What follows belongs to an exercise in optimizing a design on an open flow for small area, a short achievable clock period and few clock cycles; a production flow would make more cautious choices. At most, simulation tests tie the RTL to the original design; equivalence was not proved. The RTL of runs 1 to 4 was laid out without a check of its function. Power is estimated from default activity; no workload was simulated.

`run.sh`:
```
#!/bin/bash
# synth_recipe.tcl (not shown) runs the flow's synth.tcl, then flattens the netlist and writes it again
# the make line also repeats each setting of config.mk as NAME=value (left out here)
make -C /OpenROAD-flow-scripts/flow DESIGN_CONFIG=/design/flow/config.mk WORK_HOME=/design/flow/orfs CLKGATE_MAP_FILE= SYNTH_SCRIPT=/design/flow/synth_recipe.tcl finish
```
`config.mk`:
```
export PLATFORM = sky130hd
export DESIGN_NAME = RV32I_Core
export DESIGN_NICKNAME = RV32I_Core
export VERILOG_FILES = /design/flow/design.v
export SDC_FILE = /design/flow/constraint.sdc
export NUM_CORES = 4
export LEC_CHECK = 0
export CAP_MARGIN = 20
export CORE_MARGIN = 2
export CORE_UTILIZATION = 50
export SETUP_SLACK_MARGIN = 4.0
export SLEW_MARGIN = 20
export SYNTH_HIERARCHICAL = 1
```
`constraint.sdc`:
```
create_clock -name core_clock -period 8.0 [get_ports {clk}]
set_input_delay 1.6000 -clock core_clock [delete_from_list [all_inputs] [get_ports {clk}]]
set_output_delay 1.6000 -clock core_clock [all_outputs]
set_load 0.01 [all_outputs]
```
`design.v`:
```
`timescale 1ns / 1ps
module rf_dec (
    input  logic [ 4:0] a,
    output logic [31:1] s
);
    always_comb for (int i = 1; i < 32; i++) s[i] = (a == i);
endmodule
module rf_sel (
    input  logic [31:1]        s,
    input  logic [32*32-1:32]  d,
    output logic [31:0]        r
);
    always_comb begin
        r = 32'b0;
        for (int i = 1; i < 32; i++) r = r | ({32{s[i]}} & d[32*i+:32]);
    end
endmodule
`timescale 1ns / 1ps
module RV32I_Core (
    input  logic        clk,
    input  logic        reset,
    input  logic [31:0] instrCode,
    output logic [31:0] instrMemAddr,
    output logic        dataWe,
    output logic [31:0] dataAddr,
    output logic [31:0] dataWData,
    input  logic [31:0] dataRData,
    output logic        transfer,
    input  logic        ready
);
    localparam logic [6:0] OP_R = 7'b0110011, OP_L = 7'b0000011, OP_I = 7'b0010011,
        OP_S = 7'b0100011, OP_B = 7'b1100011, OP_LU = 7'b0110111, OP_AU = 7'b0010111,
        OP_J = 7'b1101111, OP_JL = 7'b1100111;
    logic [31:0] pc_f;
    logic        v_e;
    logic [31:0] a_e, b_e, imm_e;
    logic [ 4:0] rd_e;
    logic        we_e, ld_e, st_e, br_e, pred_e, jalr_e;
    logic        sub_e, uns_e, s_add_e, s_slt_e, s_xor_e, s_or_e, s_and_e, s_sh_e;
    logic        shl_e, sha_e;
    logic [ 2:0] f3_e;
    logic [ 4:0] rs1_d, rs2_d;
    logic        v_m, mem_m, pend;
    logic [31:0] res_m, sd_m;
    logic [ 4:0] rd_m;
    logic        we_m, ld_m, st_m;
    wire         m_ld = v_m & ld_m;
    wire         wb_en = v_m & we_m & (~ld_m | ready);
    wire  [31:0] wb_data = ld_m ? dataRData : res_m;
    assign transfer  = pend | mem_m;
    assign dataWe    = st_m;
    assign dataAddr  = res_m;
    assign dataWData = sd_m;
    logic [32*32-1:32] rf;   
    always_ff @(posedge clk) begin
        for (int i = 1; i < 32; i++) if (wb_en && rd_m == i) rf[32*i+:32] <= wb_data;
    end
    assign instrMemAddr = pc_f;
    wire [6:0] op = instrCode[6:0];
    wire [2:0] f3 = instrCode[14:12];
    wire [4:0] rs1 = instrCode[19:15];
    wire [4:0] rs2 = instrCode[24:20];
    wire [4:0] rd = instrCode[11:7];
    wire is_r  = ~op[6] & op[5] & op[4] & ~op[2];
    wire is_i  = ~op[6] & ~op[5] & op[4] & ~op[2];
    wire is_l  = ~op[6] & ~op[5] & ~op[4] & ~op[2];
    wire is_s  = ~op[6] & op[5] & ~op[4] & ~op[2];
    wire is_b  = op[6] & ~op[2];
    wire is_lu = ~op[6] & op[5] & op[2];
    wire is_au = ~op[6] & ~op[5] & op[2];
    wire is_j  = op[6] & op[3];
    wire is_jl = op[6] & op[2] & ~op[3];
    logic [31:0] imm;
    always_comb begin
        imm = {{20{instrCode[31]}}, instrCode[31:20]};   
        if (is_i & (f3 == 3'b011)) imm = {20'b0, instrCode[31:20]};   
        if (is_s) imm = {{20{instrCode[31]}}, instrCode[31:25], instrCode[11:7]};
        if (is_b) imm = {{20{instrCode[31]}}, instrCode[7], instrCode[30:25], instrCode[11:8], 1'b0};
        if (is_lu | is_au) imm = {instrCode[31:12], 12'b0};
        if (is_j) imm = {{12{instrCode[31]}}, instrCode[19:12], instrCode[20], instrCode[30:21], 1'b0};
    end
    assign rs1_d = (is_lu | is_au | is_j) ? 5'd0 : rs1;
    assign rs2_d = (is_r | is_s | is_b) ? rs2 : 5'd0;
    wire        pred = is_j | (is_b & instrCode[31]);
    wire [31:0] pc4_f = pc_f + 32'd4;
    wire [31:0] imm_bj = op[3] ? {{12{instrCode[31]}}, instrCode[19:12], instrCode[20], instrCode[30:21], 1'b0}
                               : {{20{instrCode[31]}}, instrCode[7], instrCode[30:25], instrCode[11:8], 1'b0};
    wire [31:0] tgt_f = pc_f + imm_bj;
    logic [31:1] sel1, sel2;
    logic [31:0] rd1_raw, rd2_raw;
    rf_dec u_dec1 (.a(rs1), .s(sel1));
    rf_dec u_dec2 (.a(rs2), .s(sel2));
    rf_sel u_sel1 (.s(sel1), .d(rf), .r(rd1_raw));
    rf_sel u_sel2 (.s(sel2), .d(rf), .r(rd2_raw));
    wire        byp1 = wb_en & (rd_m == rs1);
    wire        byp2 = wb_en & (rd_m == rs2);
    wire        fwd1 = v_e & we_e & ~ld_e & (rd_e == rs1);
    wire        fwd2 = v_e & we_e & ~ld_e & (rd_e == rs2);
    wire [31:0] rd1 = fwd1 ? res_e : (byp1 ? wb_data : rd1_raw);
    wire [31:0] rd2 = fwd2 ? res_e : (byp2 ? wb_data : rd2_raw);
    wire [31:0] a = a_e;
    wire [31:0] b = b_e;
    wire [31:0] srcB = b;
    wire [32:0] sum33 = {1'b0, a} + {1'b0, srcB ^ {32{sub_e}}} + {32'b0, sub_e};
    wire [31:0] sum = sum33[31:0];
    wire [31:0] x = a ^ srcB;
    wire        eq = (x == 32'b0);
    wire        lt = (a[31] ^ srcB[31]) ? (uns_e ? srcB[31] : a[31]) : sum[31];
    logic [31:0] a_rev, sh_r, sh_rev;
    always_comb for (int i = 0; i < 32; i++) a_rev[i] = a[31-i];
    wire [31:0] sh_in = shl_e ? a_rev : a;
    wire [32:0] sh_ext = {sha_e & a[31], sh_in};
    assign sh_r = 32'($signed(sh_ext) >>> srcB[4:0]);
    always_comb for (int i = 0; i < 32; i++) sh_rev[i] = sh_r[31-i];
    wire        sh_zero = ~sha_e & (srcB[31:5] != 27'b0);
    wire [31:0] sh = sh_zero ? 32'b0 : (shl_e ? sh_rev : sh_r);
    wire [31:0] alu = ({32{s_add_e}} & sum) | ({32{s_xor_e}} & x) | ({32{s_or_e}} & (a | srcB))
                    | ({32{s_and_e}} & (a & srcB)) | ({32{s_sh_e}} & sh) | {31'b0, s_slt_e & lt}
                    | ({32{jalr_e}} & pc_f);   
    logic cond;
    always_comb begin
        case ({f3_e[2], f3_e[0]})
            2'b00: cond = eq;
            2'b01: cond = ~eq;
            2'b10: cond = lt;
            default: cond = ~lt;
        endcase
    end
    wire        redirect = v_e & (jalr_e | (br_e & (cond ^ pred_e)));
    wire [31:0] raddr = jalr_e ? sum : imm_e;
    wire [31:0] res_e = alu;
    wire m_ld_wait = m_ld & ~ready;
    wire bus_busy = (pend | mem_m) & ~ready;
    wire e_mem = v_e & (ld_e | st_e);
    wire stall = m_ld_wait | (e_mem & bus_busy);
    wire ld_use = v_e & ld_e & (rd_e != 5'd0) & ((rd_e == rs1_d) | (rd_e == rs2_d));
    always_ff @(posedge clk, posedge reset) begin
        if (reset) begin
            pc_f  <= 32'b0;
            v_e   <= 1'b0;
            v_m   <= 1'b0;
            mem_m <= 1'b0;
            pend  <= 1'b0;
        end else begin
            pend <= (pend | (v_m & st_m)) & ~ready;
            if (~stall) begin
                if (redirect) pc_f <= raddr;
                else if (~ld_use) pc_f <= pred ? tgt_f : pc4_f;
                v_e   <= ~redirect & ~ld_use;
                v_m   <= v_e;
                mem_m <= e_mem;
            end else if (~m_ld_wait) begin
                v_m   <= 1'b0;
                mem_m <= 1'b0;
            end
        end
    end
    always_ff @(posedge clk) begin
        if (~stall) begin
            a_e <= (is_lu | is_j) ? 32'b0 : (is_au ? pc_f : rd1);
            b_e <= (is_r | is_b) ? rd2 : (is_j ? pc4_f : imm);
            imm_e <= is_s ? rd2 : (pred ? pc4_f : tgt_f);
            rd_e <= (is_s | is_b) ? 5'd0 : rd;
            we_e <= ~(is_s | is_b) & (rd != 5'd0);
            ld_e <= is_l;
            st_e <= is_s;
            br_e <= is_b;
            pred_e <= pred;
            jalr_e <= is_jl;
            sub_e <= is_b | ((is_r | is_i) & (f3[2:1] == 2'b01)) | (is_r & (f3 == 3'b000) & instrCode[30]);
            uns_e <= is_b ? f3[1] : f3[0];
            s_add_e <= ((is_r | is_i) & (f3 == 3'b000)) | ~(is_r | is_i | is_jl);
            s_slt_e <= (is_r | is_i) & (f3[2:1] == 2'b01);
            s_xor_e <= (is_r | is_i) & (f3 == 3'b100);
            s_or_e <= (is_r | is_i) & (f3 == 3'b110);
            s_and_e <= (is_r | is_i) & (f3 == 3'b111);
            s_sh_e <= (is_r | is_i) & (f3[1:0] == 2'b01);
            shl_e <= ~f3[2];
            sha_e <= instrCode[30] & f3[2];
            f3_e <= f3;
        end
        if (~m_ld_wait) begin
            rd_m <= rd_e;
            we_m <= we_e;
            ld_m <= ld_e;
            st_m <= st_e;
        end
        res_m <= res_e;
        sd_m <= imm_e;
    end
endmodule
```
==> results of run 1 <==
per-module statistics from Yosys (local to each module, per instance):
module,cells inside,copies in the design
rf_dec,46,2
RV32I_Core,3337,1
rf_sel,733,2
Yosys cell counts (all sizes together) (63+ instances only):
| library cell | instances |
|---|---|
| clkbuf | 285 |
| a21oi | 205 |
| or4 | 66 |
| a22oi | 784 |
| a211oi | 112 |
| nor2 | 310 |
| a22o | 71 |
| nand3 | 169 |
| edfxtp | 1119 |
| xnor2 | 63 |
| ha | 126 |
| nand4 | 147 |
| nand2 | 217 |
| dfxtp | 64 |
| a222oi | 64 |
| a221oi | 76 |
| o21ai | 96 |
| buf | 69 |
| xor2 | 74 |
| mux2i | 106 |
| inv | 121 |
cell type report:
class,instances,area share
Inverter,122,0.00643
Clock buffer,172,0.0487
Sequential cell,1219,0.481
Antenna cell,10,0.000336
Multi-Input combinational cell,3206,0.357
Tap cell,1625,0.0273
Clock inverter,64,0.0110
Timing Repair inverter,1,0.0000673
Timing Repair Buffer,524,0.0684
worst paths after layout:
check                      depth (start not counted)              endpoint                 from  slack (ns)
min in group asynchronous                          2  pc_f[27]$_DFFE_PP0P_                reset        1.40
min                                                0      sd_m[19]$_DFF_P_  imm_e[19]$_DFFE_PN_        0.36
max                                               17     b_e[24]$_DFFE_PN_      sub_e$_DFFE_PN_        3.64
max reg2reg                                       17     b_e[24]$_DFFE_PN_      sub_e$_DFFE_PN_        3.64
max in group asynchronous                          2  pc_f[12]$_DFFE_PP0P_                reset        5.93
min reg2reg                                        0      sd_m[19]$_DFF_P_  imm_e[19]$_DFFE_PN_        0.36
critical path: stages (launching register included):
cell       delay [ns]
edfxtp_1         0.44
buf_12           0.16
buf_12           0.14
buf_6            0.13
xor2_2           0.14
inv_1            0.08
fa_2             0.37
nor2b_4          0.15
o21bai_4         0.10
a2111o_1         0.47
a2111oi_4        0.50
o2111ai_2        0.21
buf_4            0.19
nand2_4          0.08
xor2_4           0.08
a221o_2          0.47
a21oi_4          0.27
a21oi_1          0.09
cell families (layout without fill, tap and decap cells):
logic type,count (synthesis),in the layout,share of synthesized area
AND/OR/NAND/NOR,1093,1100,0.0886
adder cells (fa/ha/maj),128,128,0.0263
buffers and inverters,478,883,0.0333
XOR/XNOR,137,137,0.0196
AO/OA/AOI/OAI,1635,1636,0.204
flip-flops,1219,1219,0.583
other,0,10,0
multiplexers,205,205,0.0451
metrics by stage:
| step | hold WS (ns) | setup WS [ns] | util | std cells |
|---|---|---|---|---|
| 6_report | 0.363 | 3.64 | 0.611 | 6943 |
| 5_1_grt | 0.371 | 3.60 | 0.611 | 6935 |
| 4_1_cts | 0.362 | 3.67 | 0.597 | 6866 |
| 3_5_place_dp | 0.347 | 1.83 | 0.539 | 6485 |
| 3_3_place_gp | 0.348 | 1.82 | 0.539 | 6484 |
| 2_1_floorplan | 0.340 | 3.20 | - | 4895 |
power by group through the flow:
| stage | sequential [mW] | combinational [mW] | clock [mW] |
|---|---|---|---|
| 5_1_grt | 9.88 | 12.8 | 6.62 |
| 4_1_cts | 9.78 | 10.9 | 6.38 |
| 3_3_place_gp | 9.89 | 9.55 | 0 |
| 2_1_floorplan | 9.52 | 5.48 | 0 |
| 3_5_place_dp | 9.90 | 9.62 | 0 |
| 6_report | 9.87 | 12.4 | 6.35 |
sequential cells by signal, summed over array words and instances, names as in the netlist, 2 cells and up:
register / cells
b_e: 32
rd_e: 5
rf: 992
res_m: 32
rd_m: 5
sd_m: 32
f3_e: 2
imm_e: 32
pc_f: 32
a_e: 32
routing by layer:
| layer | GRT usage | part of all wire | vias up |
|---|---|---|---|
| met1 | 0.512 | 0.36 | 25000 |
| met3 | 0.0941 | 0.12 | 706 |
| met2 | 0.602 | 0.45 | 3645 |
| met5 | 0.00830 | 0.000079 | - |
| li1 | - | - | 20600 |
| met4 | 0.217 | 0.069 | 4 |
repair_timing:
action,4_1_cts,5_1_grt
gates cloned,11,5
endpoints found under the setup margin,643,297
pin swaps,117,96
buffers inserted,134,62
resized for setup,318,243
==> summary.txt, run 1 <==
status timing/DRC/antenna clean; clock slew at reported path FFs roughly 0.060 ns; die height approximately 350 µm; multi-input logic area ~27000 µm²; Placed Instance Area 65600 µm²; Post-Route WL 253000 µm; Synth Flop Type edfxtp_1; CTS max path bufs 3; Initial Util 0.504; Critical Setup Path Class reg -> reg; top-area cell type share of the netlist area 0.548; max-cap violations 0; CTS root buf clkbuf_16; Startpoint Class flip-flop; Via Count 49.9k; Num CTS Buffers 133; share of cells above drive strength 1 0.220; number of DRC markers in iteration 0 8059; PortBufs 162; Pre-Repair DR Iteration Count 9; DP Wirelength 166000 µm; # rows between 100 and 150; fill count 9647; Top Ports 165; initial antenna violation count 14; H-tree depth 4; first-pass GRT wire length around 350000 µm; Tmin final about 4.4 ns; Die ar. 126000 µm²; Synth cell types ~90; register area share after synthesis 0.583; RSZ-0062 raised after global routing yes; Worst Path Max Fanout 3; Hold Vio Cnt, Final 0; PD cells 385 nW/µm²; CTS tree done; CTS Sinks 1219; clock latency (worst-skew pair) 0.80 ns; Comb pwr share 0.433; Final nets 5402; Async SR Flop Fraction 0.0295; Placer Congestion 1.02; overall power between 20 and 30 mW; Rel. slew slack 0.240; cells taking the most area after synthesis edfxtp_1 (55%), a22oi_1 (9.6%), ha_1 (2.6%); Clk network pwr share 0.222; crit end category flip-flop; yosys warns 9; Switch Pwr 11.5 mW; Final Max Tran Viols 0; setup TNS 0 ns; Final Setup Violations 0; class of the worst hold path reg -> reg; Register Area 35800 µm²; peak supply drop ~0.00033 V; # hold bufs at CTS 0; Syn-to-layout area delta 21.2%; Net Count, Synth 5090; CP arrival between 4 and 5 ns; EDFF count, synth 1119; post-route cell area 74400 µm²; DR vias/cell 7.19; wire per inst 36.5 µm; Sw Ratio 0.402; DRC 0; largest net degree at the start of global routing 67; Die Span X 354 µm; register share of total power 0.345; Yosys reg bits 1219; synthesized cell area 61400 µm²; Tcrit/Tclk final 0.545; core area 122000 µm²; clk_skew 0.0574 ns; total global routing overflow 0; P_int 17.1 mW; Worst Path Required 8.51 ns; Routed Antenna Nets 0; GR Util All Layers 0.392; commonest non-fill, non-tap cells in the layout edfxtp_1 (1119), a22oi_1 (775), buf_4 (269); worst-margin pin slew about 1.1 ns; Mean Syn Cell Area 12.5 µm²; vias in the first global route between 40k and 50k; leakage power 25.0 nW; Cells after Synth 4895; post-synth top area cell edfxtp_1; commonest non-fill, non-tap cell in the layout edfxtp_1; fmax about 230 MHz
==> run 2: changes to the inputs <==
--- a/config.mk
+++ b/config.mk
@@ -9,5 +9,5 @@
 export CORE_MARGIN = 2
 export CORE_UTILIZATION = 50
-export SETUP_SLACK_MARGIN = 4.0
+export SETUP_SLACK_MARGIN = 5.0
 export SLEW_MARGIN = 20
 export SYNTH_HIERARCHICAL = 1
==> run 2 against run 1 <==
Total power grew 5.9%. Via count grew 1.8%. Setup slack gained 0.12 ns. Clock power shrank 5.5%. Critical path depth shrank 3. Clock skew shrank 0.017 ns. Critical endpoint is now b_e[26]$_DFFE_PN_. Largest cell class unchanged. Worst hold slack gained 0.0089 ns. Synthesized cell count is the same. Register-to-register slack gained 0.12 ns. Still clean on timing, DRC and antenna. Non-clock buffer count grew 170.
==> summary.txt, run 2 <==
pre-CTS setup slack 2.05 ns; max-cap violations 0; Num CTS Buffers 132; min setup slack post-route 3.76 ns; Synth cell types 92; Die ar. 126000 µm²; die height 354 µm; Placer Congestion 0.986; Syn-to-layout area delta 26.5%; worst-margin pin slew 1.24 ns; Worst Path Max Fanout 8; top-area cell type share of the netlist area 0.548; Tcrit/Tclk final 0.530; Startpoint Class flip-flop; Routed Antenna Nets 0; # rows 128; hold-critical path depth 0; setup TNS 0 ns; Initial Util 0.504; Switch Pwr 12.2 mW; GR Util All Layers 0.404; CTS Sinks around 1.2k; metal2 WL 119000 µm; Worst Path Required 8.49 ns; share of cells above drive strength 1 0.291; overall power 30.3 mW; class of the worst hold path reg -> reg; status timing/DRC/antenna clean; Async SR Flop Fraction 0.0295; worst-path cell chain buf_12, xor2_4, inv_2, fa_2, nor2b_4, o21bai_4, a2111o_1, a2111oi_4, o2111ai_2, a31oi_2, xnor2_2, a221o_2, a21oi_4, a21oi_1; number of DRC markers in iteration 0 between 8k and 9k; CTS root buf clkbuf_16; DR vias/cell ~7; P_int 18.1 mW; RSZ-0062 raised after global routing yes; vias in the first global route 47.6k; Post-Route WL 260000 µm; Net Count, Synth between 5k and 6k; PD cells 390 nW/µm²; commonest cells in the netlist edfxtp_1 (1119), a22oi_1 (784), nor2_1 (310); Mean Syn Cell Area 12.5 µm²; Via Count 50.8k; commonest non-fill, non-tap cells in the layout edfxtp_1 (1119), a22oi_1 (763), buf_4 (327); Synth Flop Type edfxtp_1; hold path start imm_e[25]$_DFFE_PN_; R2R setup slack 3.76 ns; CP max stage cell edfxtp_1; Rel. slew slack 0.171; Final Max Tran Viols 0; commonest non-fill, non-tap cell in the layout edfxtp_1; initial antenna violation count 19; clock slew at reported path FFs about 0.06 ns; DP Wirelength 163000 µm; hold_ws approximately 0.37 ns; first-pass GRT wire length around 360000 µm; Yosys reg bits 1219; Die Span X 354 µm; core area roughly 120000 µm²; uppermost layer routed met5; cell with the most instances after synthesis edfxtp_1; CTS tree done; Tmin final ~4.2 ns; Pre-Repair DR Iteration Count 9; wire per inst around 37 µm; Biggest register rf; synthesized cell area 61400 µm²; clock latency (worst-skew pair) between 0.7 and 0.8 ns; Comb pwr share 0.484; RR Endpoint b_e[26]$_DFFE_PN_; register area share after synthesis 0.583; Critical Setup Path Class reg -> reg; M1 WL 93000 µm; reg2reg path depth 14; DRC 0; Sw Ratio 0.404; Final Setup Violations 0; R2R Path Start sub_e$_DFFE_PN_; H-tree depth 4; # hold bufs at CTS 0; yosys warns 9; Clk network pwr share 0.198; CTS max path bufs 3; Cells after Synth around 4.9k; crit end category flip-flop; largest net degree at the start of global routing 68; peak supply drop 0.000392 V; fmax 236 MHz; PortBufs approximately 160; Final nets 5574; Hold EP sd_m[25]$_DFF_P_; EDFF count, synth 1119; Top Ports around 170; cells taking the most area after synthesis edfxtp_1 (55%), a22oi_1 (9.6%), ha_1 (2.6%); register share of total power 0.318; met3 WL 29200 µm; max incr delay on CP roughly 0.48 ns; Largest register FFs 992; leakage power 26.5 nW; clk_skew 0.0405 ns; Hold Vio Cnt, Final 0; post-synth top area cell edfxtp_1; CP arrival 4.73 ns; total global routing overflow 0
## run 2: timing repair
item / 4_1_cts / 5_1_grt
pin swaps: 194 / 68
setup endpoints to repair: 1371 / 782
buffers inserted: 300 / 51
cloned: 24 / 5
resized for setup: 1170 / 150
## run 2: how the worst max path moves through the flow
stage                          startpoint                    to  slack [ns]  cells past startpoint
after floorplan                     ready  pc_f[11]$_DFFE_PP0P_        3.20                      8
after global placement      instrCode[20]      b_e[3]$_DFFE_PN_        2.09                     11
after detailed placement    instrCode[24]      b_e[3]$_DFFE_PN_        2.05                     11
after CTS                 sub_e$_DFFE_PN_     b_e[26]$_DFFE_PN_        3.79                     14
after global routing      sub_e$_DFFE_PN_     b_e[30]$_DFFE_PN_        3.73                     18
final                     sub_e$_DFFE_PN_     b_e[26]$_DFFE_PN_        3.76                     14
## run 2: worst max-delay path, delay by kind of cell, from the launching register on
family / cells / cell delay (ns)
AOI/OAI and AO/OA: 8 / 2.33
buffers and inverters: 2 / 0.26
xor gates and xnor gates: 2 / 0.31
adders and majority gates: 1 / 0.38
DFF: 1 / 0.48
and+or+nand+nor: 1 / 0.17
## run 2: cells by family (layout without fill, tap and decap cells)
kind of cell | Yosys count | count (layout) | share of synthesized area
buffers and inverters | 478 | 1058 | 0.0333
AND/OR/NAND/NOR | 1093 | 1097 | 0.0886
flip-flops | 1219 | 1219 | 0.583
other | 0 | 11 | 0
adder cells (fa/ha/maj) | 128 | 128 | 0.0263
AO/OA/AOI/OAI | 1635 | 1637 | 0.204
XOR/XNOR | 137 | 137 | 0.0196
multiplexers | 205 | 205 | 0.0451
## run 2: layout make-up
type                            instances  area (µm²)
Tap cell                             1625        2030
Timing Repair Buffer                  694        7380
Sequential cell                      1219       35800
Clock inverter                         61         490
Antenna cell                           11        27.5
Inverter                              122         503
Multi-Input combinational cell       3204       27600
Timing Repair inverter                  6        35.0
Fill cell                            9202       44100
Clock buffer                          175        3670
## run 2: through the flow
step           area, µm²  instances  utilization
2_1_floorplan      62400       4895            -
3_3_place_gp       65700       6490        0.539
3_5_place_dp       65700       6490        0.539
4_1_cts            76500       7050        0.629
5_1_grt            77600       7106        0.638
6_report           77600       7117        0.638
## run 2: power groups by stage
| stage | clock [mW] | combinational, mW | sequential [mW] |
|---|---|---|---|
| after floorplan | 0 | 5.63 | 9.52 |
| after global placement | 0 | 9.63 | 9.89 |
| after detailed placement | 0 | 9.70 | 9.91 |
| after CTS | 6.03 | 13.3 | 9.58 |
| after global routing | 6.27 | 15.0 | 9.68 |
| final | 6.00 | 14.7 | 9.65 |
## run 2: Yosys stat by module, one instance, submodules excluded
module / times used / cell area, µm² / flops+latches / cells inside
rf_dec: 2 / 218 / 0 / 46
RV32I_Core: 1 / 50200 / 1219 / 3337
rf_sel: 2 / 5340 / 0 / 733
## run 2: routing by layer
metal / track usage / vias to the layer above
met5: 0 / -
met2: 0.634 / 3712
met1: 0.516 / 25400
met3: 0.0880 / 768
met4: 0.243 / 8
li1: - / 20900
==> run 3: changes to the inputs <==
--- a/design.v
+++ b/design.v
@@ -82,4 +82,5 @@
     assign rs1_d = (is_lu | is_au | is_j) ? 5'd0 : rs1;
     assign rs2_d = (is_r | is_s | is_b) ? rs2 : 5'd0;
+    wire        d_sub = is_b | ((is_r | is_i) & (f3[2:1] == 2'b01)) | (is_r & (f3 == 3'b000) & instrCode[30]);
     wire        pred = is_j | (is_b & instrCode[31]);
     wire [31:0] pc4_f = pc_f + 32'd4;
@@ -102,9 +103,8 @@
     wire [31:0] b = b_e;
     wire [31:0] srcB = b;
-    wire [32:0] sum33 = {1'b0, a} + {1'b0, srcB ^ {32{sub_e}}} + {32'b0, sub_e};
-    wire [31:0] sum = sum33[31:0];
+    wire [31:0] sum = a + srcB + {31'b0, sub_e};
     wire [31:0] x = a ^ srcB;
-    wire        eq = (x == 32'b0);
-    wire        lt = (a[31] ^ srcB[31]) ? (uns_e ? srcB[31] : a[31]) : sum[31];
+    wire        eq = &x;
+    wire        lt = (a[31] ^ ~srcB[31]) ? (uns_e ? ~srcB[31] : a[31]) : sum[31];
     logic [31:0] a_rev, sh_r, sh_rev;
     always_comb for (int i = 0; i < 32; i++) a_rev[i] = a[31-i];
@@ -159,5 +159,5 @@
         if (~stall) begin
             a_e <= (is_lu | is_j) ? 32'b0 : (is_au ? pc_f : rd1);
-            b_e <= (is_r | is_b) ? rd2 : (is_j ? pc4_f : imm);
+            b_e <= ((is_r | is_b) ? rd2 : (is_j ? pc4_f : imm)) ^ {32{d_sub}};
             imm_e <= is_s ? rd2 : (pred ? pc4_f : tgt_f);
             rd_e <= (is_s | is_b) ? 5'd0 : rd;
@@ -168,5 +168,5 @@
             pred_e <= pred;
             jalr_e <= is_jl;
-            sub_e <= is_b | ((is_r | is_i) & (f3[2:1] == 2'b01)) | (is_r & (f3 == 3'b000) & instrCode[30]);
+            sub_e <= d_sub;
             uns_e <= is_b ? f3[1] : f3[0];
             s_add_e <= ((is_r | is_i) & (f3 == 3'b000)) | ~(is_r | is_i | is_jl);
--- a/config.mk
+++ b/config.mk
@@ -9,5 +9,5 @@
 export CORE_MARGIN = 2
 export CORE_UTILIZATION = 50
-export SETUP_SLACK_MARGIN = 5.0
+export SETUP_SLACK_MARGIN = 4.0
 export SLEW_MARGIN = 20
 export SYNTH_HIERARCHICAL = 1
==> run 3 against run 2 <==
Via count is essentially flat. Worst hold slack about the same. Largest cell class unchanged. Total power is 9.5% lower. Setup slack gained 0.18 ns.
==> summary.txt, run 3 <==
CTS tree done; R2R Path Start a_e[31]$_SDFFCE_PP0N_; top-area cell type share of the netlist area 0.547; Via Count 50.8k; initial antenna violation count 16; Critical Setup Path Class in -> reg; non-filler instance count after layout 6984; status timing/DRC/antenna clean; hold path start imm_e[28]$_DFFE_PN_; Post-Route WL roughly 270000 µm; EDFF count, synth approximately 1.1k; class of the worst hold path reg -> reg; Yosys reg bits 1219; GR Util All Layers 0.427; register share of total power 0.360; DRC 0; Routed Antenna Nets 0; CTS root buf clkbuf_16; Synth cell types 85; reg2reg path depth 11; register area share after synthesis 0.583; Die Span X 354 µm; first-pass GRT wire length 373000 µm; total global routing overflow 0; worst-margin pin slew 1.29 ns; core area 122000 µm²; Worst Path Required around 8.5 ns; Mean Syn Cell Area 12.3 µm²; DP Wirelength 179000 µm; Hold EP sd_m[28]$_DFF_P_; Num CTS Buffers 131; post-route cell area 73200 µm²; RSZ-0062 raised after global routing yes; Syn-to-layout area delta 19.2%; Tmin final 4.06 ns; DR vias/cell 7.27; peak supply drop 0.000494 V; Largest register FFs 992; largest net degree at the start of global routing 73; wire per inst between 30 and 40 µm; die height 354 µm; cells taking the most area after synthesis edfxtp_1 (55%), a22oi_1 (9.6%), dfxtp_1 (2.1%); Final nets 5419; Net Count, Synth between 5k and 6k; # rows 128; fmax between 200 and 250 MHz; Final Max Tran Viols 0; synthesized cell area 61400 µm²; Tcrit/Tclk final 0.508; clock latency (worst-skew pair) 0.81 ns; commonest non-fill, non-tap cells in the layout edfxtp_1 (1119), a22oi_1 (772), buf_4 (279); Hold Vio Cnt, Final 0; Placed Instance Area 65600 µm²; fill count 9789; yosys warns 9; CP arrival 4.60 ns; Die ar. 126000 µm²; Async SR Flop Fraction 0.0295; PD cells 374 nW/µm²; Sw Ratio 0.418; Final Setup Violations 0; Biggest register rf; PortBufs 162; commonest non-fill, non-tap cell in the layout edfxtp_1; leakage power between 20 and 25 nW; CTS Sinks between 1k and 1.5k; RR Endpoint pc_f[28]$_DFFE_PP0P_; Pre-Repair DR Iteration Count 7; hold-critical path depth 0; vias in the first global route about 47k; Top Ports 165; setup TNS 0 ns; commonest cells in the netlist edfxtp_1 (1119), a22oi_1 (785), nor2_1 (324); Startpoint Class primary input; Synth Flop Type edfxtp_1; # hold bufs at CTS 0; CTS max path bufs 3; Initial Util 0.504; number of DRC markers in iteration 0 8509; clk_skew between 0.04 and 0.05 ns; Cells after Synth about 5.0k; clock slew at reported path FFs ~0.060 ns; Worst Path Max Fanout 8; Placer Congestion 1.07; crit end category flip-flop; post-synth top area cell edfxtp_1; max-cap violations 0; Comb pwr share 0.424; Clk network pwr share 0.217; H-tree depth 4; Switch Pwr 11.5 mW; R2R setup slack 4.00 ns; Crit. Startpoint instrCode[22]; cell with the most instances after synthesis edfxtp_1; P_int about 16 mW; dpl cells 6590; Rel. slew slack 0.118; share of cells above drive strength 1 0.207
## run 3: through the flow
| stage | hold slack [ns] | utilization | total power, mW | worst slack (ns) |
|---|---|---|---|---|
| final | 0.372 | 0.601 | 27.4 | 3.94 |
| after global routing | 0.380 | 0.601 | 27.9 | 3.88 |
| after CTS | 0.370 | 0.590 | 26.4 | 4.00 |
| after detailed placement | 0.356 | 0.539 | 19.9 | 1.68 |
| after global placement | 0.354 | 0.539 | 19.9 | 1.67 |
| after floorplan | 0.340 | - | 14.8 | 3.06 |
## run 3: Yosys stat by module, one instance, submodules excluded
module,flip-flops and latches,cells inside
RV32I_Core,1219,3421
rf_sel,0,733
rf_dec,0,46
## run 3: worst max path at each step
| stage | endpoint | depth (start not counted) |
|---|---|---|
| floorplan | pc_f[12]$_DFFE_PP0P_ | 7 |
| global placement | b_e[27]$_DFFE_PN_ | 12 |
| detailed placement | b_e[27]$_DFFE_PN_ | 12 |
| CTS | imm_e[20]$_DFFE_PN_ | 13 |
| global route | pc_f[29]$_DFFE_PP0P_ | 12 |
| finish | imm_e[26]$_DFFE_PN_ | 15 |
## run 3: power groups by stage
stage                     logic, mW  clock network, mW  registers (mW)
after detailed placement       10.0                  0            9.94
after global placement         9.96                  0            9.93
after CTS                      10.7               5.94            9.80
after floorplan                5.28                  0            9.54
final                          11.6               5.93            9.86
after global routing           11.8               6.19            9.87
## run 3: area by class of cell
class / instances / area [µm²] / area share
sequential: 1219 / 35800 / 0.489
timing repair buffer: 514 / 4940 / 0.0675
antenna: 4 / 10.0 / 0.000137
clock buffer: 175 / 3570 / 0.0487
inverter: 127 / 497 / 0.00679
tap: 1625 / 2030 / 0.0278
multi-input combinational: 3261 / 25800 / 0.353
clock inverter: 59 / 551 / 0.00752
## run 3: logic make-up (layout without fill, tap and decap cells)
logic type / count (synthesis) / count (layout) / synth area share
muxes: 203 / 203 / 0.0452
AOI/OAI and AO/OA: 1679 / 1680 / 0.207
buffers and inverters: 502 / 875 / 0.0342
xor gates and xnor gates: 134 / 134 / 0.0191
DFF: 1219 / 1219 / 0.583
other: 0 / 4 / 0
adders and majority gates: 98 / 98 / 0.0203
and+or+nand+nor: 1144 / 1146 / 0.0915
## run 3: per-layer routing
| layer | vias up | part of all wire | global-route usage |
|---|---|---|---|
| met2 | 3977 | 0.44 | 0.642 |
| met3 | 919 | 0.12 | 0.109 |
| met1 | 25100 | 0.34 | 0.514 |
| met4 | 16 | 0.11 | 0.370 |
| met5 | - | 0.00041 | 0 |
| li1 | 20700 | - | - |
## run 3: what timing repair did
| item | in CTS | in global routing |
|---|---|---|
| gates cloned | 8 | 3 |
| buffers inserted | 84 | 61 |
| resized for setup | 376 | 168 |
| endpoints found under the setup margin | 219 | 171 |
| pin swaps | 75 | 57 |
## run 3: critical path: stages
cell and delay, ns:
buf_8 0.12, buf_8 0.13, nand3b_1 0.12, buf_6 0.14, nor2_4 0.04, buf_8 0.13
buf_12 0.15, a22oi_2 0.21, nand4_1 0.62, or4_4 0.74, nor2_2 0.10, or3_4 0.18
o21ai_4 0.09, nor2_4 0.18, nor2_2 0.04
==> run 4: changes to the inputs <==
--- a/config.mk
+++ b/config.mk
@@ -9,4 +9,6 @@
 export CORE_MARGIN = 2
 export CORE_UTILIZATION = 50
+export CTS_BUF_LIST = sky130_fd_sc_hd__clkbuf_4 sky130_fd_sc_hd__clkbuf_8
+export CTS_CLUSTER_SIZE = 20
 export SETUP_SLACK_MARGIN = 4.0
 export SLEW_MARGIN = 20
==> run 4 against run 3 <==
Still clean on timing, DRC and antenna. Total power fell by 2.2%. Critical path depth did not move. Register-to-register slack barely moved. Synthesized cell count did not move.
==> summary.txt, run 4 <==
status timing/DRC/antenna clean; cell with the most instances after synthesis edfxtp_1; Hold Vio Cnt, Final 0; hold_ws 0.374 ns; EDFF count, synth 1119; vias in the first global route around 48k; crit end category flip-flop; Placer Congestion roughly 1.1; fmax around 250 MHz; Tcrit/Tclk final 0.508; Startpoint Class primary input; yosys warns 9; register area share after synthesis 0.583; Worst Path Max Fanout 7; initial antenna violation count 24; Final nets 5440; Cells after Synth 4979; CTS max path bufs 3; Synth cell types between 80 and 90; total global routing overflow 0; Critical Setup Path Class in -> reg; number of DRC markers in iteration 0 8530; Yosys reg bits 1219; core area around 120000 µm²; PortBufs 162; max-cap violations 0; cells taking the most area after synthesis edfxtp_1 (55%), a22oi_1 (9.6%), dfxtp_1 (2.1%); largest net degree at the start of global routing 73; synthesized cell area 61400 µm²; post-synth top area cell edfxtp_1; PD cells 372 nW/µm²; Placed Instance Area 65600 µm²; Rel. slew slack 0.123; setup TNS 0 ns; worst-margin pin slew 1.28 ns; Die ar. ~130000 µm²; Via Count roughly 51k; commonest non-fill, non-tap cells in the layout edfxtp_1 (1119), a22oi_1 (783), buf_4 (259); non-filler instance count after layout 7073; commonest non-fill, non-tap cell in the layout edfxtp_1; Routed Antenna Nets 0; Final Setup Violations 0; Largest register FFs 992; Final Max Tran Viols 0; Num CTS Buffers 197; Tmin final 4.06 ns; Syn-to-layout area delta 17.4%; Biggest register rf; # rows 128; Initial Util 0.504; CTS tree done; Post-Route WL 274000 µm; commonest cells in the netlist edfxtp_1 (1119), a22oi_1 (785), nor2_1 (324); clock slew at reported path FFs 0.06 ns; Die Span X 354 µm; Mean Syn Cell Area ~12 µm²; CTS root buf clkbuf_8; Async SR Flop Fraction 0.0295; Top Ports 165; class of the worst hold path reg -> reg; share of cells above drive strength 1 0.213; GR Util All Layers 0.428; RSZ-0062 raised after global routing yes; Synth Flop Type edfxtp_1; clk_skew 0.0484 ns; post-route cell area 72100 µm²; DRC 0; DR vias/cell 7.25; Net Count, Synth 5144; first-pass GRT wire length 374000 µm; clock latency (worst-skew pair) 0.97 ns; H-tree depth 4; CP arrival 4.74 ns; leakage power 24.5 nW; post-layout util 0.591; dpl cells 6590; Worst Path Required 8.68 ns; CTS Sinks 1219; die height 354 µm; fill count about 10k; peak supply drop about 0.0005 V; DP Wirelength 179000 µm; wire per inst 38.8 µm; Pre-Repair DR Iteration Count 9; top-area cell type share of the netlist area 0.547
## run 4: changes by cell type in the layout (fill, tap and decap cells not counted), sizes merged
cell | previous run | this run
clkinv | 50 | 82
clkinvlp | 5 | 2
dlymetal6s2s | 0 | 2
clkbuf | 184 | 282
buf | 357 | 306
dlygate4sd2 | 4 | 5
diode | 4 | 13
bufinv | 4 | 3
inv | 127 | 130
clkdlybuf4s15 | 2 | 0
clkdlybuf4s50 | 139 | 140
## run 4: worst paths after layout
path | depth (start not counted) | endpoint | slack [ns] | start
hold reg to reg | 0 | sd_m[24]$_DFF_P_ | 0.37 | imm_e[24]$_DFFE_PN_
setup reg to reg | 12 | b_e[31]$_DFFE_PN_ | 3.99 | shl_e$_DFFE_PN_
max in group asynchronous | 3 | pc_f[15]$_DFFE_PP0P_ | 6.46 | reset
hold / removal | 0 | sd_m[24]$_DFF_P_ | 0.37 | imm_e[24]$_DFFE_PN_
min in group asynchronous | 3 | pc_f[31]$_DFFE_PP0P_ | 1.09 | reset
setup / recovery | 15 | b_e[31]$_DFFE_PN_ | 3.94 | instrCode[23]
## run 4: where the power goes
group,total [mW],switching (mW),internal [mW]
sequential,9.85,0.957,8.89
combinational,11.5,7.82,3.71
clock,5.42,2.63,2.79
## run 4: metrics by stage
stage / setup slack, ns / total power [mW]
2_1_floorplan: 3.06 / 14.8
3_3_place_gp: 1.67 / 19.9
6_report: 3.94 / 26.8
5_1_grt: 3.93 / 27.3
3_5_place_dp: 1.68 / 19.9
4_1_cts: 4.00 / 25.9
## run 4: worst max-delay path, cell delays in order
cell and delay, ns:
dlygate4sd2_1 0.22, buf_6 0.19, or2_4 0.22, nor2_4 0.12, buf_4 0.17, buf_4 0.16, a22o_1 0.23, a221oi_2 0.23
nand3_1 0.13, or4_4 0.61, nor2_1 0.14, a211oi_1 0.10, a21oi_2 0.30, o22ai_1 0.12, xor2_1 0.17
## run 4: area by class of cell
type                    instances  area [µm²]  area share
clock inverters                90         567     0.00786
repair buffers                469        4340      0.0602
clock buffers                 269        3300      0.0458
inverters                     127         495     0.00687
flip-flops and latches       1219       35800       0.497
diodes                         13        32.5    0.000451
multi-input cells            3261       25500       0.354
well taps                    1625        2030      0.0282
## run 4: per-module statistics from Yosys, one instance, submodules excluded
module / cells inside / copies in the design / cell area [µm²] / flip-flops and latches
RV32I_Core: 3421 / 1 / 50300 / 1219
rf_dec: 46 / 2 / 218 / 0
rf_sel: 733 / 2 / 5340 / 0
## run 4: cell families (layout without fill, tap and decap cells)
family	Yosys count	count (layout)	synth area share
muxes	203	203	0.0452
other	0	13	0
buffers and inverters	502	955	0.0342
AOI/OAI and AO/OA	1679	1680	0.207
DFF	1219	1219	0.583
and+or+nand+nor	1144	1146	0.0915
xor gates and xnor gates	134	134	0.0191
adders and majority gates	98	98	0.0203
## run 4: timing repair
action,4_1_cts,5_1_grt
hold buffers,0,0
endpoints found under the hold margin,0,0
buffers inserted,62,39
cloned,7,3
gates resized for setup,297,134
pin swaps,56,44
setup endpoints to repair,155,164
## run 4: routing by layer
metal | vias to the layer above | GRT usage | part of all wire
met1 | 25300 | 0.516 | 0.34
met2 | 4141 | 0.641 | 0.43
li1 | 20800 | - | -
met5 | - | 0 | 0.00040
met4 | 16 | 0.370 | 0.11
met3 | 980 | 0.110 | 0.12
==> run 5: changes to the inputs <==
--- a/design.v
+++ b/design.v
@@ -83,5 +83,5 @@
     assign rs2_d = (is_r | is_s | is_b) ? rs2 : 5'd0;
     wire        d_sub = is_b | ((is_r | is_i) & (f3[2:1] == 2'b01)) | (is_r & (f3 == 3'b000) & instrCode[30]);
-    wire        pred = is_j | (is_b & instrCode[31]);
+    wire        pred = is_j | (is_b & (instrCode[31] | (f3 == 3'b001)));
     wire [31:0] pc4_f = pc_f + 32'd4;
     wire [31:0] imm_bj = op[3] ? {{12{instrCode[31]}}, instrCode[19:12], instrCode[20], instrCode[30:21], 1'b0}
--- a/config.mk
+++ b/config.mk
@@ -9,6 +9,4 @@
 export CORE_MARGIN = 2
 export CORE_UTILIZATION = 50
-export CTS_BUF_LIST = sky130_fd_sc_hd__clkbuf_4 sky130_fd_sc_hd__clkbuf_8
-export CTS_CLUSTER_SIZE = 20
 export SETUP_SLACK_MARGIN = 4.0
 export SLEW_MARGIN = 20
==> run 5 against run 4 <==
Utilization is 0.98 points higher. Sequential power is 0.5% lower. Sequential share of layout area is 1.6 points lower. Cell area is 3.3% higher. Clock skew is 0.0061 ns lower. Total power is 3.4% higher. Highest routed layer unchanged. Flip-flop and latch count stayed put. Via count is 2.9% higher. Still clean.
==> summary.txt, run 5 <==
commonest non-fill, non-tap cell in the layout edfxtp_1; fmax roughly 240 MHz; Initial Util 0.505; Tcrit/Tclk final 0.522; Switch Pwr 11.5 mW; synthesized cell area 62500 µm²; post-route cell area approximately 74000 µm²; share of cells above drive strength 1 0.205; Sw Ratio 0.414; DRC 0; Synth Flop Type edfxtp_1; clk_skew between 0.04 and 0.05 ns; clock latency (worst-skew pair) about 0.8 ns; Num CTS Buffers 134; post-layout util 0.601; cells taking the most area after synthesis edfxtp_1 (54%), a22oi_1 (9.5%), mux4_2 (2.2%); Via Count approximately 53k; PortBufs 162; class of the worst hold path reg -> reg; Startpoint Class primary input; largest net degree at the start of global routing 76; Clk network pwr share 0.222; max-cap violations 0; RSZ-0062 raised after global routing yes; Tmin final 4.17 ns; Biggest register rf; post-synth top area cell edfxtp_1; Hold Vio Cnt, Final 0; Cells after Synth 5125; wire per inst 38.4 µm; CTS Sinks 1219; commonest non-fill, non-tap cells in the layout edfxtp_1 (1119), a22oi_1 (776), buf_4 (289); commonest cells in the netlist edfxtp_1 (1119), a22oi_1 (787), clkbuf_1 (312); Async SR Flop Fraction 0.0295; CP arrival around 4.7 ns; clock slew at reported path FFs 0.06 ns; CTS max path bufs 3; Pre-Repair DR Iteration Count 9; core area approximately 120000 µm²; Syn-to-layout area delta 19.1%; vias in the first global route between 40k and 50k; P_int 16.2 mW; register area share after synthesis 0.573; CTS tree done; setup TNS 0 ns; Mean Syn Cell Area about 12 µm²; cell with the most instances after synthesis edfxtp_1; Die ar. around 130000 µm²; Die Span X around 360 µm; Top Ports about 170; DP Wirelength 178000 µm; Yosys reg bits 1219; H-tree depth 4; Comb pwr share 0.424; Placed Instance Area between 60000 and 70000 µm²; die height around 360 µm; peak supply drop 0.000255 V; # rows 129; number of DRC markers in iteration 0 9348; register share of total power 0.354; yosys warns 9; hold_ws 0.362 ns; initial antenna violation count 17; worst-margin pin slew 1.16 ns; Critical Setup Path Class in -> reg; Final Setup Violations 0; top-area cell type share of the netlist area 0.538; Synth cell types 94; Worst Path Max Fanout 32; # hold bufs at CTS 0; status timing/DRC/antenna clean; DR vias/cell 7.38; Final nets 5565; Worst Path Required 8.54 ns; total global routing overflow 0; GR Util All Layers 0.420; Placer Congestion 1.08; PD cells 372 nW/µm²; Largest register FFs 992; crit end category flip-flop; Routed Antenna Nets 0; Final Max Tran Viols 0; Rel. slew slack 0.225; Post-Route WL 274000 µm; Net Count, Synth about 5.3k; CTS root buf clkbuf_16; first-pass GRT wire length 375000 µm; leakage power 25.3 nW; EDFF count, synth roughly 1.1k
-- run 5: cell types whose count changed after synthesis, sizes merged, moves of 11 or more --
| cell | previous run | this run |
|---|---|---|
| a211oi | 87 | 60 |
| and3 | 14 | 29 |
| nand3 | 168 | 181 |
| buf | 66 | 77 |
| nand2 | 250 | 231 |
| o31ai | 17 | 30 |
| o211ai | 74 | 61 |
| mux2i | 95 | 84 |
| a21oi | 172 | 201 |
| nor3 | 44 | 61 |
| o21ai | 131 | 168 |
| a21o | 54 | 29 |
| nor2 | 324 | 300 |
| inv | 123 | 140 |
-- run 5: cell type report --
| type | count | area, µm² |
|---|---|---|
| fillers | 9899 | 49400 |
| flip-flops and latches | 1219 | 35800 |
| multi-input cells | 3383 | 26700 |
| repair buffers | 520 | 4990 |
| clock buffers | 180 | 3690 |
| well taps | 1637 | 2050 |
| clock inverters | 61 | 624 |
| inverters | 141 | 547 |
| diodes | 7 | 17.5 |
| repair inverters | 1 | 5.00 |
-- run 5: power by group through the flow --
stage                     clock network, mW  logic [mW]  registers (mW)
after floorplan                           0        5.56            9.51
after global placement                    0        9.98            9.89
after detailed placement                  0        10.0            9.91
after CTS                              6.17        10.7            9.77
after global routing                   6.43        12.0            9.80
final                                  6.15        11.8            9.80
-- run 5: per-layer routing --
metal / up-vias / track usage / part of all wire
met2: 4287 / 0.632 / 0.44
met4: 6 / 0.264 / 0.079
li1: 21400 / - / -
met5: - / 0 / 0.00010
met3: 992 / 0.134 / 0.13
met1: 26100 / 0.526 / 0.35
-- run 5: stage by stage --
stage	setup slack (ns)	std cells	power, mW
2_1_floorplan	3.67	5125	15.1
3_3_place_gp	1.48	6704	19.9
3_5_place_dp	1.45	6704	20.0
4_1_cts	3.97	7076	26.7
5_1_grt	3.87	7144	28.3
6_report	3.83	7149	27.7
-- run 5: worst max-delay path: stages --
cell and delay, ns:
buf_6 0.17, nand3b_1 0.19, buf_6 0.17, nor2_2 0.06, buf_12 0.19, a22oi_1 0.21
nand4_1 0.30, or4_4 0.65, mux2i_4 0.34, o21ai_1 0.17, a2111oi_2 0.38, nor3_1 0.09
xor2_1 0.15
-- run 5: kinds of logic (layout without fill, tap and decap cells) --
group           after synthesis  count (layout)  synth area share
buf+inv                     535             903            0.0358
xor+xnor                    123             123            0.0172
simple gates               1194            1206            0.0966
other cells                   0               7                 0
flops                      1219            1219             0.573
fa+ha+maj                    98              98            0.0200
compound gates             1747            1747             0.210
mux                         209             209            0.0473
-- run 5: worst paths after layout --
| check | startpoint | endpoint | slack (ns) | depth (start not counted) |
|---|---|---|---|---|
| max in group asynchronous | reset | pc_f[23]$_DFFE_PP0P_ | 5.97 | 2 |
| worst min register to register | imm_e[23]$_DFFE_PN_ | sd_m[23]$_DFF_P_ | 0.36 | 0 |
| worst min-delay path | imm_e[23]$_DFFE_PN_ | sd_m[23]$_DFF_P_ | 0.36 | 0 |
| worst max-delay path | instrCode[22] | b_e[26]$_DFFE_PN_ | 3.83 | 13 |
| worst max register to register | shl_e$_DFFE_PN_ | a_e[21]$_SDFFCE_PP0N_ | 3.96 | 12 |
| min in group asynchronous | reset | pc_f[3]$_DFFE_PP0P_ | 1.36 | 2 |
-- run 5: what timing repair did --
action / 4_1_cts / 5_1_grt
resized for setup: 291 / 189
pin swaps: 65 / 75
gates cloned: 15 / 3
setup endpoints to repair: 415 / 233
buffers inserted: 116 / 63
-- run 5: Yosys stat by module (local to each module, per instance) --
module	cell area [µm²]	copies in the design
RV32I_Core	51400	1
rf_dec	218	2
rf_sel	5340	2
Testbench counts of run 5, summed over its fixed seeds: cycles 32,567.
==> run 6: changes to the inputs <==
--- a/design.v
+++ b/design.v
@@ -6,12 +6,14 @@
     always_comb for (int i = 1; i < 32; i++) s[i] = (a == i);
 endmodule
-module rf_sel (
-    input  logic [31:1]        s,
-    input  logic [32*32-1:32]  d,
-    output logic [31:0]        r
+module op_sel #(
+    parameter int N = 33
+) (
+    input  logic [N-1:0]    s,
+    input  logic [32*N-1:0] d,
+    output logic [31:0]     r
 );
     always_comb begin
         r = 32'b0;
-        for (int i = 1; i < 32; i++) r = r | ({32{s[i]}} & d[32*i+:32]);
+        for (int i = 0; i < N; i++) r = r | ({32{s[i]}} & d[32*i+:32]);
     end
 endmodule
@@ -85,19 +87,31 @@
     wire        pred = is_j | (is_b & (instrCode[31] | (f3 == 3'b001)));
     wire [31:0] pc4_f = pc_f + 32'd4;
-    wire [31:0] imm_bj = op[3] ? {{12{instrCode[31]}}, instrCode[19:12], instrCode[20], instrCode[30:21], 1'b0}
-                               : {{20{instrCode[31]}}, instrCode[7], instrCode[30:25], instrCode[11:8], 1'b0};
-    wire [31:0] tgt_f = pc_f + imm_bj;
-    logic [31:1] sel1, sel2;
-    logic [31:0] rd1_raw, rd2_raw;
-    rf_dec u_dec1 (.a(rs1), .s(sel1));
-    rf_dec u_dec2 (.a(rs2), .s(sel2));
-    rf_sel u_sel1 (.s(sel1), .d(rf), .r(rd1_raw));
-    rf_sel u_sel2 (.s(sel2), .d(rf), .r(rd2_raw));
-    wire        byp1 = wb_en & (rd_m == rs1);
-    wire        byp2 = wb_en & (rd_m == rs2);
-    wire        fwd1 = v_e & we_e & ~ld_e & (rd_e == rs1);
-    wire        fwd2 = v_e & we_e & ~ld_e & (rd_e == rs2);
-    wire [31:0] rd1 = fwd1 ? res_e : (byp1 ? wb_data : rd1_raw);
-    wire [31:0] rd2 = fwd2 ? res_e : (byp2 ? wb_data : rd2_raw);
+    wire [31:0] tgt_j = pc_f + {{12{instrCode[31]}}, instrCode[19:12], instrCode[20], instrCode[30:21], 1'b0};
+    wire [31:0] tgt_b = pc_f + {{20{instrCode[31]}}, instrCode[7], instrCode[30:25], instrCode[11:8], 1'b0};
+    logic [31:1] dec1, dec2, decE, decM;
+    rf_dec u_dec1 (.a(rs1), .s(dec1));
+    rf_dec u_dec2 (.a(rs2), .s(dec2));
+    rf_dec u_decE (.a(rd_e), .s(decE));
+    rf_dec u_decM (.a(rd_m), .s(decM));
+    wire        fwd_en = v_e & we_e & ~ld_e;
+    wire [31:1] keep = ~({31{fwd_en}} & decE) & ~({31{wb_en}} & decM);
+    wire        fwd1 = fwd_en & (rd_e == rs1);
+    wire        fwd2 = fwd_en & (rd_e == rs2);
+    wire        byp1 = wb_en & (rd_m == rs1) & ~fwd1;
+    wire        byp2 = wb_en & (rd_m == rs2) & ~fwd2;
+    wire        use1 = ~(is_lu | is_au | is_j);
+    logic [31:0] t1, t2;
+    op_sel #(.N(33)) u_sel1 (
+        .s({is_au, byp1 & use1, dec1 & keep & {31{use1}}}),
+        .d({pc_f, wb_data, rf}),
+        .r(t1)
+    );
+    op_sel #(.N(32)) u_sel2 (
+        .s({byp2, dec2 & keep}),
+        .d({wb_data, rf}),
+        .r(t2)
+    );
+    wire [31:0] rd1 = t1 | ({32{fwd1 & use1}} & res_e);
+    wire [31:0] rd2 = t2 | ({32{fwd2}} & res_e);
     wire [31:0] a = a_e;
     wire [31:0] b = b_e;
@@ -146,5 +160,5 @@
             if (~stall) begin
                 if (redirect) pc_f <= raddr;
-                else if (~ld_use) pc_f <= pred ? tgt_f : pc4_f;
+                else if (~ld_use) pc_f <= is_j ? tgt_j : ((is_b & pred) ? tgt_b : pc4_f);
                 v_e   <= ~redirect & ~ld_use;
                 v_m   <= v_e;
@@ -158,7 +172,7 @@
     always_ff @(posedge clk) begin
         if (~stall) begin
-            a_e <= (is_lu | is_j) ? 32'b0 : (is_au ? pc_f : rd1);
+            a_e <= rd1;
             b_e <= ((is_r | is_b) ? rd2 : (is_j ? pc4_f : imm)) ^ {32{d_sub}};
-            imm_e <= is_s ? rd2 : (pred ? pc4_f : tgt_f);
+            imm_e <= is_s ? rd2 : (pred ? pc4_f : tgt_b);
             rd_e <= (is_s | is_b) ? 5'd0 : rd;
             we_e <= ~(is_s | is_b) & (rd != 5'd0);
--- a/config.mk
+++ b/config.mk
@@ -9,4 +9,7 @@
 export CORE_MARGIN = 2
 export CORE_UTILIZATION = 50
+export CTS_BUF_LIST = sky130_fd_sc_hd__clkbuf_16
+export CTS_CLUSTER_DIAMETER = 80
+export CTS_CLUSTER_SIZE = 22
 export SETUP_SLACK_MARGIN = 4.0
 export SLEW_MARGIN = 20
==> run 6 against run 5 <==
Sequential power increased by 1%. Clock skew increased by 0.013 ns. Register-to-register slack got worse by 0.16 ns. Highest routed layer unchanged.
==> summary.txt, run 6 <==
register share of total power 0.366; Net Count, Synth 5478; Via Count around 58k; Placer Congestion 1.05; commonest cells in the netlist edfxtp_1 (1119), a22oi_1 (1039), nor2_1 (331); Final Setup Violations 0; commonest non-fill, non-tap cells in the layout edfxtp_1 (1119), a22oi_1 (1014), nor2_1 (289); Hold EP sd_m[25]$_DFF_P_; cell with the most instances after synthesis edfxtp_1; CTS tree done; GR Layer Usage met3 0.213; Die Span X roughly 360 µm; max-cap violations 0; Switch Pwr between 10 and 15 mW; worst-path cell chain ha_1, nand2_1, or3_1, nor3_1, xnor2_1, nor2_1, a211oi_1, a21oi_1, xor2_1; Startpoint Class flip-flop; CTS Sinks about 1.2k; Worst Path Max Fanout 10; cells taking the most area after synthesis edfxtp_1 (53%), a22oi_1 (12%), nand4_1 (2.5%); DRC 0; register area share after synthesis 0.567; class of the worst hold path reg -> reg; crit-path leading delay family flip-flops; Placed Instance Area between 60000 and 70000 µm²; # rows 130; Clk network pwr share 0.157; max incr delay on CP between 1 and 1.5 ns; PortBufs 162; Cells after Synth 5299; largest net degree at the start of global routing between 70 and 80; clock latency (worst-skew pair) 0.76 ns; EDFF count, synth 1119; DP Wirelength 196000 µm; # hold bufs at CTS 0; Num CTS Buffers 73; Post-Route WL 329000 µm; Largest register FFs 992; wire per inst 45.7 µm; Initial Util 0.503; setup TNS 0 ns; yosys warns 10; Hold Vio Cnt, Final 0; R2R Path Start pc_f[3]$_DFFE_PP0P_; Crit. Startpoint pc_f[3]$_DFFE_PP0P_; die height 359 µm; CTS max path bufs 3; CP max stage cell dfrtp_1; Top Ports 165; min setup slack post-route 3.80 ns; Async SR Flop Fraction 0.0295; Routed Antenna Nets 0; reg2reg path depth 9; clock slew at reported path FFs 0.09 ns; WP buf/inv 0; hold-critical path depth 0; crit end category flip-flop; post-synth top area cell edfxtp_1; core area 125000 µm²; number of DRC markers in iteration 0 12.5k; worst-margin pin slew 1.23 ns; CP arrival 4.67 ns; Yosys reg bits 1219; Worst Path Required 8.47 ns; Sw Ratio 0.448; Synth Flop Type edfxtp_1; synthesized cell area 63100 µm²; hold path start imm_e[25]$_DFFE_PN_; pre-CTS setup slack ~1.6 ns; R2R setup slack approximately 3.8 ns; GR Util All Layers 0.488; status timing/DRC/antenna clean; first-pass GRT wire length 435000 µm; peak supply drop roughly 0.00026 V; GR peak layer met2; Biggest register rf; post-layout util 0.582; CTS root buf clkbuf_16; fmax 238 MHz; H-tree depth 3; total global routing overflow 0; commonest non-fill, non-tap cell in the layout edfxtp_1; Mean Syn Cell Area 11.9 µm²; leakage power ~24 nW; Comb pwr share 0.477; Synth cell types between 80 and 90; Rel. slew slack 0.181; DR vias/cell 8.03; Tmin final 4.20 ns; RR Endpoint b_e[22]$_DFFE_PN_; Final Max Tran Viols 0; Final nets roughly 5.7k; met1 usage 0.569; Tcrit/Tclk final 0.525; Critical Setup Path Class reg -> reg; M2 GR Usage 0.696; multi-input logic area between 20000 and 30000 µm²; top-area cell type share of the netlist area 0.533; Pre-Repair DR Iteration Count 10; share of cells above drive strength 1 0.182; Syn-to-layout area delta 15.8%; Die ar. 129000 µm²; RSZ-0062 raised after global routing yes; fill count 10.3k; clk_skew 0.0557 ns; Register Area 35800 µm²; P_int about 15 mW; vias in the first global route about 53k; PD cells approximately 370 nW/µm²; post-route cell area 73000 µm²; initial antenna violation count 30
run 6: cells by family (layout without fill, tap and decap cells):
logic type	Yosys count	count (layout)	share of synthesized area
buf+inv	508	731	0.0360
xor+xnor	154	154	0.0214
flops	1219	1219	0.567
other cells	0	16	0
fa+ha+maj	112	112	0.0227
mux	158	158	0.0377
compound gates	1886	1886	0.212
simple gates	1262	1270	0.102
run 6: repair_timing:
item	4_1_cts	5_1_grt
gates cloned	10	8
setup endpoints to repair	1100	173
hold endpoints to repair	0	0
pin swaps	60	51
gates resized for setup	387	228
setup buffers	89	58
run 6: power by group through the flow:
stage	clock, mW	combinational (mW)	sequential, mW
global route	4.42	13.2	9.92
detailed placement	0	10.7	10.0
floorplan	0	5.93	9.57
CTS	4.20	11.7	9.85
finish	4.25	13.0	9.93
global placement	0	10.7	10.0
run 6: how the worst max path moves through the flow:
stage                                end  slack [ns]  cells after the start
floorplan           pc_f[28]$_DFFE_PP0P_        3.52                      8
global placement       b_e[17]$_DFFE_PN_        1.66                     12
detailed placement     b_e[17]$_DFFE_PN_        1.60                     12
CTS                    rf[651]$_DFFE_PP_        3.91                      9
global route           b_e[22]$_DFFE_PN_        3.84                      9
finish                 b_e[22]$_DFFE_PN_        3.80                      9
run 6: per-stage QoR:
| step | power (mW) | hold slack [ns] | std cells |
|---|---|---|---|
| after global placement | 20.7 | 0.352 | 6881 |
| after global routing | 27.5 | 0.385 | 7182 |
| final | 27.1 | 0.376 | 7196 |
| after CTS | 25.7 | 0.375 | 7112 |
| after detailed placement | 20.8 | 0.352 | 6884 |
| after floorplan | 15.5 | 0.340 | 5299 |
run 6: final cells by class:
class / instances / share of cell area
clock inverter: 56 / 0.00778
sequential: 1219 / 0.490
timing repair inverter: 1 / 0.000103
inverter: 110 / 0.00615
antenna: 16 / 0.000548
timing repair buffer: 491 / 0.0675
tap: 1650 / 0.0283
clock buffer: 73 / 0.0250
multi-input combinational: 3580 / 0.375
run 6: Yosys stat by module, one instance, submodules excluded, a selection:
module	flops+latches	cell area [µm²]	copies in the design
rf_dec	0	218	4
RV32I_Core	1219	51200	1
run 6: routing by layer:
layer  vias to the layer above  routed length (µm)
li1                      21800                   -
met1                     27900              103000
met2                      6171              134000
met3                      1904               55300
met4                        34               36500
met5                         -                 572
Testbench counts of run 6, summed over its fixed seeds: cycles 32,567.
==> run 7: changes to the inputs <==
--- a/config.mk
+++ b/config.mk
@@ -9,7 +9,7 @@
 export CORE_MARGIN = 2
 export CORE_UTILIZATION = 50
-export CTS_BUF_LIST = sky130_fd_sc_hd__clkbuf_16
-export CTS_CLUSTER_DIAMETER = 80
-export CTS_CLUSTER_SIZE = 22
+export CTS_BUF_LIST = sky130_fd_sc_hd__clkbuf_8
+export CTS_CLUSTER_DIAMETER = 60
+export CTS_CLUSTER_SIZE = 15
 export SETUP_SLACK_MARGIN = 4.0
 export SLEW_MARGIN = 20
==> run 7 against run 6 <==
Global-route usage decreased by 0.84 points. Largest power group unchanged. Largest cell class unchanged. Setup slack got worse by 0.012 ns. Still clean on timing, DRC and antenna. Synthesized cell count unchanged. Cell area decreased by 1.1%. Non-clock buffer count decreased by 30. Critical endpoint is now a_e[7]$_DFFE_PN_.
==> summary.txt, run 7 <==
Syn-to-layout area delta 14.6%; Post-Route WL 321000 µm; crit end category flip-flop; clock slew at reported path FFs 0.10 ns; Tmin final 4.21 ns; peak supply drop 0.000213 V; Via Count around 57k; Synth Area in Compound Gates 0.212; Biggest register rf; die height between 300 and 400 µm; Synth Flop Type edfxtp_1; Post-Synth XOR/XNOR Area 0.0214; Critical Setup Path Class in -> reg; DR vias/cell 7.89; GR Util All Layers 0.480; R2R setup slack 3.84 ns; EDFF count, synth 1119; PortBufs 162; Startpoint Class primary input; Final Setup Violations 0; H-tree depth 3; Die ar. 129000 µm²; Initial Util 0.503; Net Count, Synth 5478; Top Ports approximately 170; wire per inst 44.4 µm; CTS Sinks between 1k and 1.5k; top-area cell type share of the netlist area 0.533; post-synth top area cell edfxtp_1; Routed Antenna Nets 0; commonest non-fill, non-tap cells in the layout edfxtp_1 (1119), a22oi_1 (1025), nor2_1 (294); Worst Setup EP a_e[7]$_DFFE_PN_; CTS tree done; Mean Syn Cell Area 11.9 µm²; Final Max Tran Viols 0; Num CTS Buffers 113; Yosys reg bits 1219; leakage power 24.0 nW; clock latency (worst-skew pair) 0.94 ns; fmax 237 MHz; largest net degree at the start of global routing 76; Crit. Startpoint instrCode[6]; total global routing overflow 0; Hold Vio Cnt, Final 0; Die Span X around 360 µm; vias in the first global route 52.7k; commonest cells in the netlist edfxtp_1 (1119), a22oi_1 (1039), nor2_1 (331); reg2reg path depth 16; share of cells above drive strength 1 0.182; # rows 130; core area roughly 130000 µm²; initial antenna violation count 22; post-route cell area 72300 µm²; CTS root buf clkbuf_8; DP Wirelength 196000 µm; Worst Path Required about 8.8 ns; worst-margin pin slew 1.34 ns; CTS max path bufs 3; multiplexer share of the synthesized area 0.0377; fill count between 10k and 15k; cell with the most instances after synthesis edfxtp_1; cells taking the most area after synthesis edfxtp_1 (53%), a22oi_1 (12%), nand4_1 (2.5%); Async SR Flop Fraction 0.0295; synthesized cell area ~63000 µm²; largest family of logic cells by synthesized area compound AO/OA/AOI/OAI gates; yosys warns 10; status timing/DRC/antenna clean; Tcrit/Tclk final 0.527; PD cells 372 nW/µm²; Placed Instance Area 66900 µm²; Rel. slew slack 0.107; commonest non-fill, non-tap cell in the layout edfxtp_1; Final nets 5661; first-pass GRT wire length 429000 µm; DRC 0; Worst Path Max Fanout 32; CP arrival 4.98 ns; setup TNS 0 ns; Cells after Synth roughly 5.3k; R2R Path Start b_e[0]$_DFFE_PN_; Synth cell types 87; Adder-Cell Fraction of Synth Area 0.0227; class of the worst hold path reg -> reg; max-cap violations 0; Placer Congestion 1.05; simple-gate area share of the yosys netlist 0.102; clk_skew 0.0713 ns; Largest register FFs 992; register area share after synthesis 0.567; number of DRC markers in iteration 0 approximately 12k; Pre-Repair DR Iteration Count 12; RR Endpoint b_e[28]$_DFFE_PN_; RSZ-0062 raised after global routing yes
-- run 7: cell counts after synthesis --
No cell type changed its count.
-- run 7: how the worst min path moves through the flow --
stage / slack [ns] / cells after the start / to / startpoint
2_1_floorplan: 0.34 / 0 / sd_m[19]$_DFF_P_ / imm_e[19]$_DFFE_PN_
3_3_place_gp: 0.35 / 0 / sd_m[30]$_DFF_P_ / imm_e[30]$_DFFE_PN_
3_5_place_dp: 0.35 / 0 / sd_m[24]$_DFF_P_ / imm_e[24]$_DFFE_PN_
4_1_cts: 0.38 / 0 / sd_m[24]$_DFF_P_ / imm_e[24]$_DFFE_PN_
5_1_grt: 0.39 / 0 / sd_m[25]$_DFF_P_ / imm_e[25]$_DFFE_PN_
6_report: 0.38 / 0 / sd_m[22]$_DFF_P_ / imm_e[22]$_DFFE_PN_
-- run 7: final cells by class --
| class | count | area, µm² | area share |
|---|---|---|---|
| Multi-Input combinational cell | 3576 | 27100 | 0.374 |
| Tap cell | 1650 | 2060 | 0.0286 |
| Sequential cell | 1219 | 35800 | 0.495 |
| Timing Repair inverter | 1 | 7.51 | 0.000104 |
| Clock buffer | 120 | 1650 | 0.0229 |
| Antenna cell | 16 | 40.0 | 0.000554 |
| Timing Repair Buffer | 461 | 4450 | 0.0616 |
| Clock inverter | 85 | 738 | 0.0102 |
| Inverter | 110 | 449 | 0.00622 |
-- run 7: critical path, cell delays in order --
cell and delay, ns:
clkdlybuf4s15_2 0.35, and2_4 0.31, nor2_4 0.34, buf_4 0.40, and3_4 1.01, a22oi_1 0.23, nand4_1 0.17, nor4_1 0.07
nand2_1 0.32, a21o_1 0.13
-- run 7: timing repair --
item,CTS,global route
endpoints found under the setup margin,989,182
gates cloned,6,2
hold endpoints to repair,0,0
hold buffers,0,0
resized for setup,296,208
setup buffers,51,71
pin swaps,34,51
-- run 7: metrics by stage --
step	utilization	std cells	total power, mW	worst slack, ns	hold WS (ns)
floorplan	-	5299	15.5	3.52	0.340
global placement	0.533	6881	20.7	1.66	0.352
detailed placement	0.533	6884	20.8	1.60	0.352
CTS	0.565	7146	25.5	3.91	0.377
global route	0.576	7224	27.3	3.85	0.388
finish	0.576	7238	26.9	3.79	0.378
-- run 7: where the power goes --
part	internal, mW	switching, mW
logic	4.23	8.63
clock network	1.61	2.47
registers	8.86	1.05
-- run 7: per-layer routing --
| layer | vias to the layer above | part of all wire | global-route usage |
|---|---|---|---|
| li1 | 21800 | - | - |
| met1 | 27600 | 0.32 | 0.567 |
| met2 | 5938 | 0.41 | 0.694 |
| met3 | 1683 | 0.16 | 0.195 |
| met4 | 24 | 0.10 | 0.377 |
| met5 | - | 0.00075 | 0 |
-- run 7: cell families after synthesis --
| logic type | count (synthesis) |
|---|---|
| AOI/OAI and AO/OA | 1886 |
| and+or+nand+nor | 1262 |
| xor gates and xnor gates | 154 |
| muxes | 158 |
| DFF | 1219 |
| buffers and inverters | 508 |
| adders and majority gates | 112 |
-- run 7: per-module statistics from Yosys, one instance, submodules excluded, a selection --
module / flip-flops and latches / cell area (µm²) / cells inside / copies in the design
RV32I_Core: 1219 / 51200 / 3544 / 1
rf_dec: 0 / 218 / 46 / 4

[static timing again, ports no longer ideal]
No port has a modelled driver above. Below, the same layouts with a new extraction and two added sets of constraints.
Step 1, drivers: a clkbuf_16 drives clk and a buf_2 each remaining input, both assumed.
Step 2, shift: input delay + t, output delay - t, t = (earliest + latest rising clock arrival at the registers) / 2. This alone moves slack from input paths to output paths.
a / b / c = ideal / step 1 / step 2; a / b = the first two.
run | t (ns) | setup slack, ns
run 1 | 0.856 | 3.641 / 3.641 / 2.846
run 2 | 0.841 | 3.761 / 3.761 / 3.100
run 3 | 0.862 | 3.936 / 3.924 / 3.062
run 4 | 1.020 | 3.939 / 3.990 / 2.969
run 5 | 0.861 | 3.825 / 3.857 / 2.996
run 6 | 0.809 | 3.798 / 3.798 / 3.117
run 7 | 0.970 | 3.787 / 3.830 / 2.860
After both steps setup and hold are still met in every run listed.
